This is an optimization exercise on Yosys and OpenROAD, whose aim is small area, not a production implementation.
Function was checked by simulation only, so behaviour that the tests miss may differ from the original.
No driver is modelled on the clock port, so clock power and skew are understated where the tree is cut down; a real chip needs a root buffer or a tree.
Power and IR drop assume default switching activity.

## skin
module skin(input sys_clk,
            input sys_rst_n,
            input bit_in,
            output bit_out);
==> flow/config.mk <==
export PLATFORM = sky130hd
export DESIGN_NAME = skin
export DESIGN_NICKNAME = skin
export VERILOG_FILES = /design/flow/design.v
export SDC_FILE = /design/flow/constraint.sdc
export NUM_CORES = 4
export LEC_CHECK = 0
export CAP_MARGIN = 20
export CORE_MARGIN = 2
export CORE_UTILIZATION = 40
export SLEW_MARGIN = 20
==> flow/constraint.sdc <==
create_clock -name core_clock -period 10.0 [get_ports {sys_clk}]
set_input_delay 2.0000 -clock core_clock [delete_from_list [all_inputs] [get_ports {sys_clk}]]
set_output_delay 2.0000 -clock core_clock [all_outputs]
set_load 0.01 [all_outputs]
standard.sh (not shown) runs the stock make flow with config.mk's settings and CLKGATE_MAP_FILE= SYNTH_SCRIPT=/design/flow/synth_recipe.tcl, a recipe that flattens the netlist after the stock synthesis.
==> flow/flow/run.sh <==
#!/bin/bash
# Own layout flow: the standard synthesis, then the combinational logic
# between the registers is mapped again by ABC with an area-oriented script
# (registers, their names and cell types are kept as the standard synthesis
# made them), then the standard layout from floorplan to finish.
set -euo pipefail
HERE=$(pwd)
R=$HERE/orfs/results/sky130hd/skin/base
LIB=$FLOW_HOME/platforms/sky130hd/lib/sky130_fd_sc_hd__tt_025C_1v80.lib

bash standard.sh synth > log_1_synth.txt 2>&1
cp $R/1_2_yosys.v $HERE/std_synth.v

sed -e "s#@LIB@#$LIB#g" -e "s#@IN@#$HERE/std_synth.v#g" -e "s#@OUT@#$HERE/resynth.v#g" \
    -e "s#@ABC@#$HERE/flow/area.abc#g" flow/resynth.ys > resynth.ys
yosys -s resynth.ys > log_2_resynth.txt 2>&1
cp $HERE/resynth.v $R/1_2_yosys.v
rm -f $R/1_synth.odb $R/1_synth.sdc
bash standard.sh synth > log_3_synth_odb.txt 2>&1
# CTS without dummy loads; port buffers of the smallest buffer.
CTS="-sink_clustering_enable -sink_clustering_size 64 -sink_clustering_max_diameter 1000 -root_buf sky130_fd_sc_hd__clkbuf_8 -buf_list sky130_fd_sc_hd__clkbuf_8 -dont_use_dummy_load -sink_buffer_max_cap_derate 1.0 -repair_clock_nets"
bash standard.sh "CTS_ARGS=$CTS" "BUFFER_PORTS_ARGS=-buffer_cell sky130_fd_sc_hd__buf_1" finish > log_4_layout.txt 2>&1
test -f out/final.def
==> flow/flow/area.abc <==
strash
&get -n
&deepsyn -T 30
&put
dch -f
map -a
strash
dch
map -a
==> flow/flow/resynth.ys <==
# Re-map the combinational logic of the standard synthesis netlist.
read_liberty -ignore_miss_func @LIB@
read_verilog @IN@
hierarchy -top skin
setattr -mod -set keep_hierarchy 1 sky130_fd_sc_hd__df* sky130_fd_sc_hd__edf*
flatten
opt -purge
select skin
abc -script @ABC@ -liberty @LIB@ -dont_use *probe* -dont_use *lpflow*
opt_clean -purge
stat -liberty @LIB@
write_verilog -noattr -nohex -nodec -selected @OUT@
The baseline completed with no timing, DRC or antenna violations.
Edit:
==> flow/run.sh (new file) <==
#!/bin/bash
# synth_recipe.tcl (not shown) runs the flow's synth.tcl, then flattens the netlist and writes it again
# the make line also repeats each setting of config.mk as NAME=value (left out here)
make -C /OpenROAD-flow-scripts/flow DESIGN_CONFIG=/design/flow/config.mk WORK_HOME=/design/flow/orfs CLKGATE_MAP_FILE= SYNTH_SCRIPT=/design/flow/synth_recipe.tcl finish
removed: flow/flow/run.sh
removed: flow/flow/area.abc
removed: flow/flow/resynth.ys
removed: flow/standard.sh
Result:
- worst setup slack is worse by 1000 ps
- cell count goes up by 1.3%
- routed wire length goes up by 9.4%
- power is higher by 12%
- core utilization is about the same
- clock power grows by 36%

Setup of main:
Another version of the RTL of skin (not shown whole).
For scale: ~190 cells after synthesis, about 4 I/O pins, ~0.0019 mm2 of cells after synthesis.
export LEC_CHECK = 0
export CAP_MARGIN = 20
export CORE_MARGIN = 2
export CORE_UTILIZATION = 40
export SLEW_MARGIN = 20
create_clock -name core_clock -period 10.0 [get_ports {sys_clk}]
==> flow/flow/run.sh <==
#!/bin/bash
# Own layout flow: the standard synthesis, then the combinational logic
# between the registers is mapped again by ABC with an area-oriented script
# (registers, their names and cell types are kept as the standard synthesis
# made them; the smallest of twelve runs with different seeds and mappers
# is kept), then
# the standard layout from floorplan to finish, with the smallest buffer
# on the ports and a hand-built clock tree.
set -euo pipefail
HERE=$(pwd)
R=$HERE/orfs/results/sky130hd/skin/base
LIB=$FLOW_HOME/platforms/sky130hd/lib/sky130_fd_sc_hd__tt_025C_1v80.lib

bash standard.sh synth > log_1_synth.txt 2>&1
cp $R/1_2_yosys.v $HERE/std_synth.v

VARIANTS="amap:1 amap:2 amap:3 amap:4 amap:5 amap:6 nf:1 nf:2 nf:3 nf:4 nf:5 nf:6"
run_variant() {
  local M=${1%%:*} S=${1##*:}
  sed -e "s#@SEED@#$S#" flow/area_$M.abc > area_${M}_$S.abc
  sed -e "s#@LIB@#$LIB#g" -e "s#@IN@#$HERE/std_synth.v#g" -e "s#@OUT@#$HERE/resynth_${M}_$S.v#g" \
      -e "s#@ABC@#$HERE/area_${M}_$S.abc#g" flow/resynth.ys > resynth_${M}_$S.ys
  yosys -s resynth_${M}_$S.ys > log_2_resynth_${M}_$S.txt 2>&1 || true
}
N=0
for V in $VARIANTS; do
  run_variant $V &
  N=$((N + 1))
  if (( N % 4 == 0 )); then wait; fi
done
wait
BEST=""; BESTA=""
for V in $VARIANTS; do
  T=${V%%:*}_${V##*:}
  A=$(grep "Chip area for module" log_2_resynth_$T.txt | tail -1 | grep -oE "[0-9.]+$" || true)
  if [[ -n "$A" && -s resynth_$T.v ]]; then
    if [[ -z "$BEST" ]] || awk "BEGIN{exit !($A < $BESTA)}"; then BEST=$T; BESTA=$A; fi
  fi
done
echo "resynthesis: $BEST, area $BESTA" > resynth_choice.txt
cp $HERE/resynth_$BEST.v $R/1_2_yosys.v
rm -f $R/1_synth.odb $R/1_synth.sdc
bash standard.sh synth > log_3_synth_odb.txt 2>&1
PORTS="BUFFER_PORTS_ARGS=-buffer_cell sky130_fd_sc_hd__buf_1"
bash standard.sh "$PORTS" place > log_4_place.txt 2>&1
# The clock tree is built by flow/cts.tcl instead of TritonCTS: two
# clkbuf_16, each driving half of the registers. make is told not to
# rebuild that step.
LIBF=$LIB R=$R NB=2 BUF=sky130_fd_sc_hd__clkbuf_16 openroad -no_init -exit flow/cts.tcl > log_5_cts.txt 2>&1
bash standard.sh -o $R/4_1_cts.odb "$PORTS" finish > log_6_finish.txt 2>&1
test -f out/final.def
Other scripts of this flow, unchanged in this note and not shown: flow/flow/area_amap.abc, flow/flow/area_nf.abc, flow/flow/cts.tcl, flow/flow/resynth.ys
main finished end to end and its layout was clean on timing, DRC and antenna.
Inputs modified between main and the feature branch:
--- a/flow/flow/run.sh
+++ b/flow/flow/run.sh
@@ -3,5 +3,5 @@
 # between the registers is mapped again by ABC with an area-oriented script
 # (registers, their names and cell types are kept as the standard synthesis
-# made them; the smallest of twelve runs with different seeds and mappers
+# made them; the smallest of eight runs with different seeds and mappers
 # is kept), then
 # the standard layout from floorplan to finish, with the smallest buffer
@@ -15,5 +15,5 @@
 cp $R/1_2_yosys.v $HERE/std_synth.v
 
-VARIANTS="amap:1 amap:2 amap:3 amap:4 amap:5 amap:6 nf:1 nf:2 nf:3 nf:4 nf:5 nf:6"
+VARIANTS="amap:1 amap:2 amap:3 amap:4 nf:1 nf:2 nf:3 nf:4"
 run_variant() {
   local M=${1%%:*} S=${1##*:}
--- outcome ---
The feature branch reports its slowest cell on the critical path as sky130_fd_sc_hd__nor2_1 while main reports sky130_fd_sc_hd__dfxtp_1. Startpoint-to-endpoint class of the critical path: flip-flop to primary output -> main, flip-flop to flip-flop -> the feature branch. Re internal cell power: the feature branch is 0.052 mW up on main. In the metrics for main and the feature branch, the one carrying the lower maximum frequency is the feature branch. Synthesized netlist net count up 4 in the feature branch wrt main.
In every run of this note, the design's own scripts or RTL, not TritonCTS, make the clock network.

## re-timing with driven ports
The results above use ideal ports. As a check the final layouts listed here were re-extracted and re-timed, cells and wires unchanged. Step 1: set_driving_cell puts a clkbuf_16 on sys_clk and a buf_2 on each other input, an assumption about the parent block. Step 2, shift: input delay + t, output delay - t, t = (earliest + latest rising clock arrival at the registers) / 2. This alone moves slack from input paths to output paths. Three values: ideal ports, drivers, drivers and shift; two values: the first two.
| run | t, ns | setup slack, ns | worst setup path at the end | slew at the worst register clock pin (ns) | worst slew at a driven data input, ns |
|---|---|---|---|---|---|
| the first run of note 1 | 0.323 | 4.932 / 4.906 / 5.229 | register to output | 0.09 / 0.09 | 0.03 |
| the second run of note 1 | 0.337 | 3.923 / 3.892 / 4.229 | register to output | 0.10 / 0.10 | 0.03 |
| main | 0.204 | 6.915 / 6.871 / 6.921 | input to register | 0.10 / 0.10 | 0.03 |
| the feature branch | 0.203 | 6.801 / 6.801 / 6.801 | register to register | 0.11 / 0.11 | 0.03 |
After both steps setup and hold are still met in every run listed.
